Source: an optimization exercise on an open RTL-to-GDS flow (aim: a short achievable clock period and few clock cycles). Production flows keep margins and buffers that such runs may drop. Function was checked by simulation only, so behaviour that the tests miss may differ from the original. Power figures rest on the tool's default switching activity, not on a simulated workload.

[design/flow/config.mk]
export PLATFORM = sky130hd
export DESIGN_NAME = cpu
export DESIGN_NICKNAME = cpu
export VERILOG_FILES = /design/flow/design.v
export SDC_FILE = /design/flow/constraint.sdc
export NUM_CORES = 4
export LEC_CHECK = 0
export CAP_MARGIN = 20
export CORE_MARGIN = 2
export CORE_UTILIZATION = 40
export SETUP_SLACK_MARGIN = 4.0
export SLEW_MARGIN = 20
export TNS_END_PERCENT = 100
[design/flow/constraint.sdc]
create_clock -name core_clock -period 6.5 [get_ports {clk}]
set_input_delay 1.3000 -clock core_clock [delete_from_list [all_inputs] [get_ports {clk}]]
set_output_delay 1.3000 -clock core_clock [all_outputs]
set_load 0.01 [all_outputs]
[design/flow/design.v]
module cpu(
    input clk,
    input nrst,
    output halt,
    output bit1_cp2,
    output bit2_cp3,
    output [2:0] io_address,
    output [7:0] dataout,
    input skip_flag,
    input clearacc,
    input [7:0] datain,
    output [11:0] address,
    output [11:0] write_data,
    output write_enable,
    output mem_load,
    input [11:0] read_data,
    input mem_ready
);
localparam S_FETCH = 3'd0;   
localparam S_PTR   = 3'd1;   
localparam S_OPRD  = 3'd2;   
localparam S_WRITE = 3'd3;   
localparam S_IOTF  = 3'd4;   
localparam S_HALT  = 3'd5;
localparam P_NONE = 3'd0;
localparam P_AND  = 3'd1;
localparam P_TAD  = 3'd2;
localparam P_OPR1 = 3'd3;
localparam P_OPR2 = 3'd4;
localparam P_CLR  = 3'd5;
reg [2:0] st;
reg [2:0] pend;
reg [11:0] pc;
reg [11:0] ir;
reg [11:0] ac;
reg l;
reg [11:0] md;
reg sk;
reg [11:0] addr_r;
reg [11:0] wd_r;
reg we_r;
reg ml_r;
reg halt_r;
reg [2:0] io_r;
reg [7:0] dout_r;
reg b1_r, b2_r;
assign address = addr_r;
assign write_data = wd_r;
assign write_enable = we_r;
assign mem_load = ml_r;
assign halt = halt_r;
assign io_address = io_r;
assign dataout = dout_r;
assign bit1_cp2 = b1_r;
assign bit2_cp3 = b2_r;
reg [12:0] g1_s1, g1_s3, g1_out;
always @* begin
    g1_s1[11:0] = ir[7] ? 12'd0 : ac;
    g1_s1[12]   = ir[6] ? 1'b0 : l;
    if (ir[5]) g1_s1[11:0] = ~g1_s1[11:0];
    if (ir[4]) g1_s1[12] = ~g1_s1[12];
    g1_s3 = ir[0] ? g1_s1 + 13'd1 : g1_s1;
    case (ir[3:1])
        3'b100: g1_out = {g1_s3[0], g1_s3[12:1]};
        3'b101: g1_out = {g1_s3[1:0], g1_s3[12:2]};
        3'b010: g1_out = {g1_s3[11:0], g1_s3[12]};
        3'b011: g1_out = {g1_s3[10:0], g1_s3[12:11]};
        3'b001: g1_out = {g1_s3[12], g1_s3[5:0], g1_s3[11:6]};
        default: g1_out = g1_s3;
    endcase
end
reg [12:0] lac_cur;
always @* case (pend)
    P_AND:  lac_cur = {l, ac & md};
    P_TAD:  lac_cur = {l, ac} + {1'b0, md};
    P_OPR1: lac_cur = g1_out;
    P_OPR2: lac_cur = {l, ir[7] ? 12'd0 : ac};
    P_CLR:  lac_cur = {l, 12'd0};
    default: lac_cur = {l, ac};
endcase
wire iotc = (st == S_IOTF);
wire fetchc = (st == S_FETCH) | iotc;
wire [11:0] ac_iot = clearacc ? {4'b0000, datain} : (ac | {4'b0000, datain});
wire [12:0] lac_v = iotc ? {l, ac_iot} : lac_cur;
wire [11:0] ac_v = lac_v[11:0];
wire [11:0] pc1 = pc + 12'd1;
wire g2skip = ((ir[6] & ac[11]) | (ir[5] & ~(|ac)) | (ir[4] & l)) ^ ir[3];
wire squash = (iotc & ir[0] & skip_flag) | ((pend == P_OPR2) & g2skip);
wire [11:0] I = read_data;
wire [2:0] op = I[11:9];
wire [11:0] ea = {I[7] ? pc[11:7] : 5'b00000, I[6:0]};
wire take = fetchc & mem_ready & ~squash;
always @(posedge clk) begin
    if (!nrst) begin
        l <= 1'b0;
        ac <= 12'd0;
    end else
        {l, ac} <= lac_v;
end
always @(posedge clk) begin
    if (!nrst)
        ir <= 12'd0;
    else if (take)
        ir <= I;
end
always @(posedge clk)
    if (st == S_OPRD) begin
        md <= read_data;
        sk <= &read_data;
    end
always @(posedge clk) begin
    case (st)
    S_FETCH, S_IOTF: wd_r <= I[11] ? pc1 : ac_v;
    S_PTR:           wd_r <= ir[11] ? pc1 : ac_v;
    S_OPRD:          wd_r <= read_data + 12'd1;
    default: ;
    endcase
end
always @(posedge clk) begin
    if (fetchc) begin
        dout_r <= ac_v[7:0];
        b1_r <= I[1];
        b2_r <= I[2];
    end
end
always @(posedge clk) begin
    if (!nrst)
        io_r <= 3'd0;
    else if (take && op == 3'd6)
        io_r <= I[8:6];
    else
        io_r <= 3'd0;
end
always @(posedge clk) begin
    if (!nrst) begin
        addr_r <= 12'd0;
        pc <= 12'd0;
    end else case (st)
    S_FETCH, S_IOTF: begin
        if (squash) begin
            addr_r <= pc1;
            pc <= pc1;
        end else if (mem_ready) begin
            addr_r <= (I[11] & I[10]) ? pc1 : ea;
            if (I[11] & I[10])
                pc <= pc1;
            else if (op == 3'd5 && !I[8])
                pc <= ea;
        end
    end
    S_PTR: if (mem_ready) begin
        addr_r <= read_data;
        if (ir[11:9] == 3'd5)
            pc <= read_data;
    end
    S_OPRD: if (mem_ready && !ir[10]) begin
        addr_r <= pc1;
        pc <= pc1;
    end
    S_WRITE: if (mem_ready) begin
        if (ir[11]) begin
            addr_r <= addr_r + 12'd1;
            pc <= addr_r + 12'd1;
        end else if (ir[10:9] == 2'b10 && sk) begin
            addr_r <= pc + 12'd2;
            pc <= pc + 12'd2;
        end else begin
            addr_r <= pc1;
            pc <= pc1;
        end
    end
    default: ;
    endcase
end
always @(posedge clk) begin
    if (!nrst) begin
        st <= S_FETCH;
        pend <= P_NONE;
        we_r <= 1'b0;
        ml_r <= 1'b1;
        halt_r <= 1'b0;
    end else begin
        pend <= P_NONE;
        case (st)
        S_FETCH, S_IOTF: begin
            if (!take)
                st <= S_FETCH;
            else case (op)
            3'd0, 3'd1, 3'd2:
                st <= I[8] ? S_PTR : S_OPRD;
            3'd3: begin
                if (I[8])
                    st <= S_PTR;
                else begin
                    st <= S_WRITE;
                    we_r <= 1'b1;
                    pend <= P_CLR;
                end
            end
            3'd4: begin
                if (I[8])
                    st <= S_PTR;
                else begin
                    st <= S_WRITE;
                    we_r <= 1'b1;
                end
            end
            3'd5:
                st <= I[8] ? S_PTR : S_FETCH;
            3'd6:
                st <= (I[8:6] != 3'd0) ? S_IOTF : S_FETCH;
            default: begin
                st <= S_FETCH;
                if (!I[8])
                    pend <= P_OPR1;
                else if (!I[0]) begin
                    pend <= P_OPR2;
                    if (I[1]) begin
                        st <= S_HALT;
                        halt_r <= 1'b1;
                        ml_r <= 1'b0;
                    end
                end
            end
            endcase
        end
        S_PTR: if (mem_ready) begin
            case (ir[11:9])
            3'd3: begin
                st <= S_WRITE;
                we_r <= 1'b1;
                pend <= P_CLR;
            end
            3'd4: begin
                st <= S_WRITE;
                we_r <= 1'b1;
            end
            3'd5: st <= S_FETCH;
            default: st <= S_OPRD;
            endcase
        end
        S_OPRD: if (mem_ready) begin
            if (ir[10]) begin
                st <= S_WRITE;
                we_r <= 1'b1;
            end else begin
                st <= S_FETCH;
                pend <= ir[9] ? P_TAD : P_AND;
            end
        end
        S_WRITE: if (mem_ready) begin
            st <= S_FETCH;
            we_r <= 1'b0;
        end
        default: ml_r <= 1'b0;
        endcase
    end
end
endmodule
[design/flow/run.sh]
#!/bin/bash
# synth_recipe.tcl (not shown) runs the flow's synth.tcl, then flattens the netlist and writes it again
# the make line also repeats each setting of config.mk as NAME=value (left out here)
make -C /OpenROAD-flow-scripts/flow DESIGN_CONFIG=/design/flow/config.mk WORK_HOME=/design/flow/orfs CLKGATE_MAP_FILE= SYNTH_SCRIPT=/design/flow/synth_recipe.tcl finish
==> flow_metrics.tcl <==
set metrics [dict create \
    status "timing/DRC/antenna clean" \
    post-route-period-util_pct 47.6 \
    max_stage_delay_ns 0.39 \
    rrSetupSlack_ns 3.41 \
    synth_simple_gate_area_share_pct 24.1 \
    worstPathBufferInverterCount 3 \
    rsz0062_at_grt "yes" \
    nets 1151 \
    cts_made_buffers 9 \
    top_level_ports 65 \
    totalWireLength_um 29600 \
    dr.first_iter.drc_count 768 \
    ys_seq_area_share_pct 28.5 \
    tightestPinTransition_ns 1.00 \
    nFillCells 1824 \
    swShare_pct 39.1 \
    placementRows 51 \
    multiInputGateArea_sq_um 6260 \
    seq_power_share_pct 32.6 \
    synthXorXnorAreaFrac_pct 7.09 \
    via_count 8516 \
    port_buffers 64 \
    setup_ws_final_ns 3.41 \
    design.core.area_sq_um 19400 \
    remaining_antenna_violation_count 0 \
    syn_area_sq_um 7890 \
    syn_avg_cell_area_sq_um 7.76 \
    critical_path.endpoint "wd_r[3]" \
    yosys_warnings 1 \
    endpoint_kind "flop" \
    insertedDiodeCount 0 \
    fp.dieH_um 144 \
    power_density_nw_per_um2 240 \
    synthesis.instances 1017 \
    hold_slack_ns 0.470 \
    synth_top_family_by_area "compound AO/OA/AOI/OAI gates" \
    r2r_start "ir[7]" \
    gp_routability_congestion 0.924 \
    mostFrequentLayoutCells "nor2_1 (107), nand2_1 (91), a21oi_1 (62)" \
    antenna_violations_before_repair 0 \
    crit_chain "nor2b_4, xnor2_4, ha_2, and3_4, a32oi_4, buf_6, buf_6, xnor2_4, buf_4, a22oi_2, o32ai_2, a221o_1, a31oi_4, a221o_1" \
    pin_count_of_the_biggest_net_entering_global_routing 40 \
    max_cap_violations 0 \
    finish.cell_count_without_fillers 1376 \
    asyncSetResetFlopFracSynth_pct 0 \
    first_pass_iters 6 \
    finalSetupViolCount 0 \
    layout_min_cycle_time_ns 3.09 \
    post_synth_num_cell_types 89 \
    place_hpwl_um 19600 \
    reg_to_reg_critical_path_endpoint "wd_r[3]" \
    ir_worst_vdd_mv 0.137 \
    insertion_delay_ns 0.36 \
    min-delay-path-class "reg -> reg" \
    finalClockSkew_ns 0.00868 \
    tritoncts_clock_tree "yes" \
    synth-compound-area-share_pct 28.1 \
    global_route_wire_length_before_repair_um 44500 \
    synth_edf_count 35 \
    syn2layout_area_growth_pct 35.6 \
    p_clk_share_pct 22.8 \
    place_worst_setup_slack_ns 2.57 \
    cts_max_level 3 \
    yosysTopAreaCell "dfxtp_1" \
    grt_pass1_vias 7972 \
    netlist.area_leader.share_pct 15.2 \
    post-place-cells 1290 \
    global_route.usage.total_pct 27.8 \
    fmax_mhz 323 \
    comb_power_share_pct 44.7 \
    die_w_um 144 \
    detail_route.vias_per_cell 6.19 \
    wl_per_cell_um 21.5 \
    path_depth 14 \
    max-clock-path-buffers 2 \
    arrival_ns 3.20 \
    ys_dominant_reg_cell "dfxtp_1" \
    power.internal_uw 1560 \
    drc_errors 0 \
    slew-limit-headroom_pct 33.0 \
    synth.area.mux_share_pct 3.58 \
    mostFrequentLayoutCell "nor2_1" \
    p_sw_uw 1000 \
    initial_utilization_pct 40.7 \
    seq_area_sq_um 2280 \
    postSynthNetCount 1062 \
    p_leak_uw 0.00402 \
    cts_hold_buf 0 \
    cts-root-buf "clkbuf_16" \
    post_synth_fa_ha_maj_area_fraction_pct 3.27 \
    path_delay_family "compound AO/OA/AOI/OAI gates" \
    timing_max_transition_violations_final 0 \
    finalHoldViolCount 0 \
    fin_tns_setup_ns 0 \
    critPathLaunchType "flop" \
    cells_taking_the_most_area_after_synthesis "dfxtp_1 (15%), edfxtp_1 (13%), nor2_1 (5.6%)" \
    post-layout-total-power_uw 2570 \
    clk_pin_slew_worst_paths_ns 0.06 \
    synth-seq-cells 95 \
    cts_sinks 95 \
    critical_path_required_ns 6.61 \
    r2r_cells 14 \
    critPathSlowestCell "dfxtp_4" \
    crit_type "reg -> reg" \
    grt-ovfl-total 0 \
    die_area_sq_um 20900 \
    drive_above_1_share_pct 25.7 \
    timing.critical_path.from "ir[7]" \
    critical_path_peak_fanout 5 \
]
==> metrics by stage <==
| step | utilization (%) | instance area (sq um) |
|---|---|---|
| final | 55.2 | 10700 |
| after global routing | 55.2 | 10700 |
| after CTS | 51.7 | 10000 |
| after detailed placement | 45.7 | 8860 |
| after global placement | 45.7 | 8860 |
| after floorplan | - | 8140 |
==> cell type report <==
type                            count  area share, %
Clock buffer                       10           2.14
Multi-Input combinational cell    826           58.5
Tap cell                          265           3.10
Clock inverter                      6          0.889
Timing Repair Buffer              149           13.2
Sequential cell                    95           21.3
Inverter                           25          0.924
==> logic make-up (layout without fill, tap and decap cells) <==
family	after synthesis	after routing
AND/OR/NAND/NOR	388	391
adder cells (fa/ha/maj)	20	20
flip-flops	95	95
AO/OA/AOI/OAI	324	324
buffers and inverters	99	190
XOR/XNOR	63	63
multiplexers	28	28
==> registers in the layout, summed over array words and instances, names as in the netlist, 8 cells and up <==
name    flops
ac         12
addr_r     12
dout_r      8
ir         11
md         12
pc         12
wd_r       12
==> how the worst min path moves through the flow <==
stage | from | end | depth (start not counted)
final | ml_r | ml_r | 2
after detailed placement | ml_r | ml_r | 2
after floorplan | ml_r | ml_r | 2
after CTS | ml_r | ml_r | 2
after global routing | ml_r | ml_r | 2
after global placement | ml_r | ml_r | 2
==> cells in the mapped netlist, drive strengths merged, types with 9 or more instances <==
library cell	instances
a21o	15
a21oi	82
a221o	12
a22oi	11
a31oi	17
and2	22
and3	11
buf	17
clkbuf	57
dfxtp	60
edfxtp	35
ha	19
inv	24
mux2i	26
nand2	100
nand2b	20
nand3	30
nand4	9
nor2	117
nor2b	19
nor3	23
o211ai	15
o21ai	61
o22ai	26
o31ai	10
xnor2	39
xor2	24
==> what timing repair did <==
| item | 4_1_cts | 5_1_grt |
|---|---|---|
| endpoints found under the hold margin | 0 | 0 |
| cloned | 3 | 3 |
| pin swaps | 43 | 53 |
| resized for setup | 182 | 110 |
| endpoints found under the setup margin | 132 | 91 |
| setup buffers | 42 | 22 |
==> worst min-delay path: stages, from the launching register on <==
cell and delay, ns:
dfxtp_1 0.31, nand2_1 0.05, o21ai_1 0.06
==> metal layers <==
| metal | wire [um] | vias up | GRT usage [%] |
|---|---|---|---|
| li1 | - | 3935 | - |
| met1 | 12000 | 4074 | 34.5 |
| met2 | 14100 | 395 | 47.0 |
| met3 | 1780 | 112 | 2.75 |
| met4 | 1710 | 0 | 16.0 |
| met5 | 0 | - | 0 |
==> power groups by stage <==
stage	registers (uW)	logic (uW)	clock network [uW]
after floorplan	836	577	0
after global placement	850	891	0
after detailed placement	850	892	0
after CTS	831	981	596
after global routing	848	1220	619
final	836	1150	585
Testbench counts, summed over its fixed seeds: cycles 135,783.

static timing again, ports no longer ideal:
The results above use ideal ports. As a check the final layout listed here was re-extracted and re-timed, cells and wires unchanged.
Step 1 sets driving cells, clkbuf_16 on the clock port and buf_2 on the other inputs (assumed; they add their load-dependent delay and slew).
Step 2, shift: input delay + t, output delay - t, t = (earliest + latest rising clock arrival at the registers) / 2. This alone moves slack from input paths to output paths.
Three values: no drivers, after step 1, after step 2; two values: the first two.
t (ns): 0.402
setup slack, ns: 3.406 / 3.406 / 3.244
worst hold slack (ns): 0.470 / 0.470 / 0.470
worst slew at a driven data input, ns: 0.06
After both steps this run still meets setup and hold. The setup slack of this run moves by 0.000 ns with the drivers and by -0.162 ns with both steps.
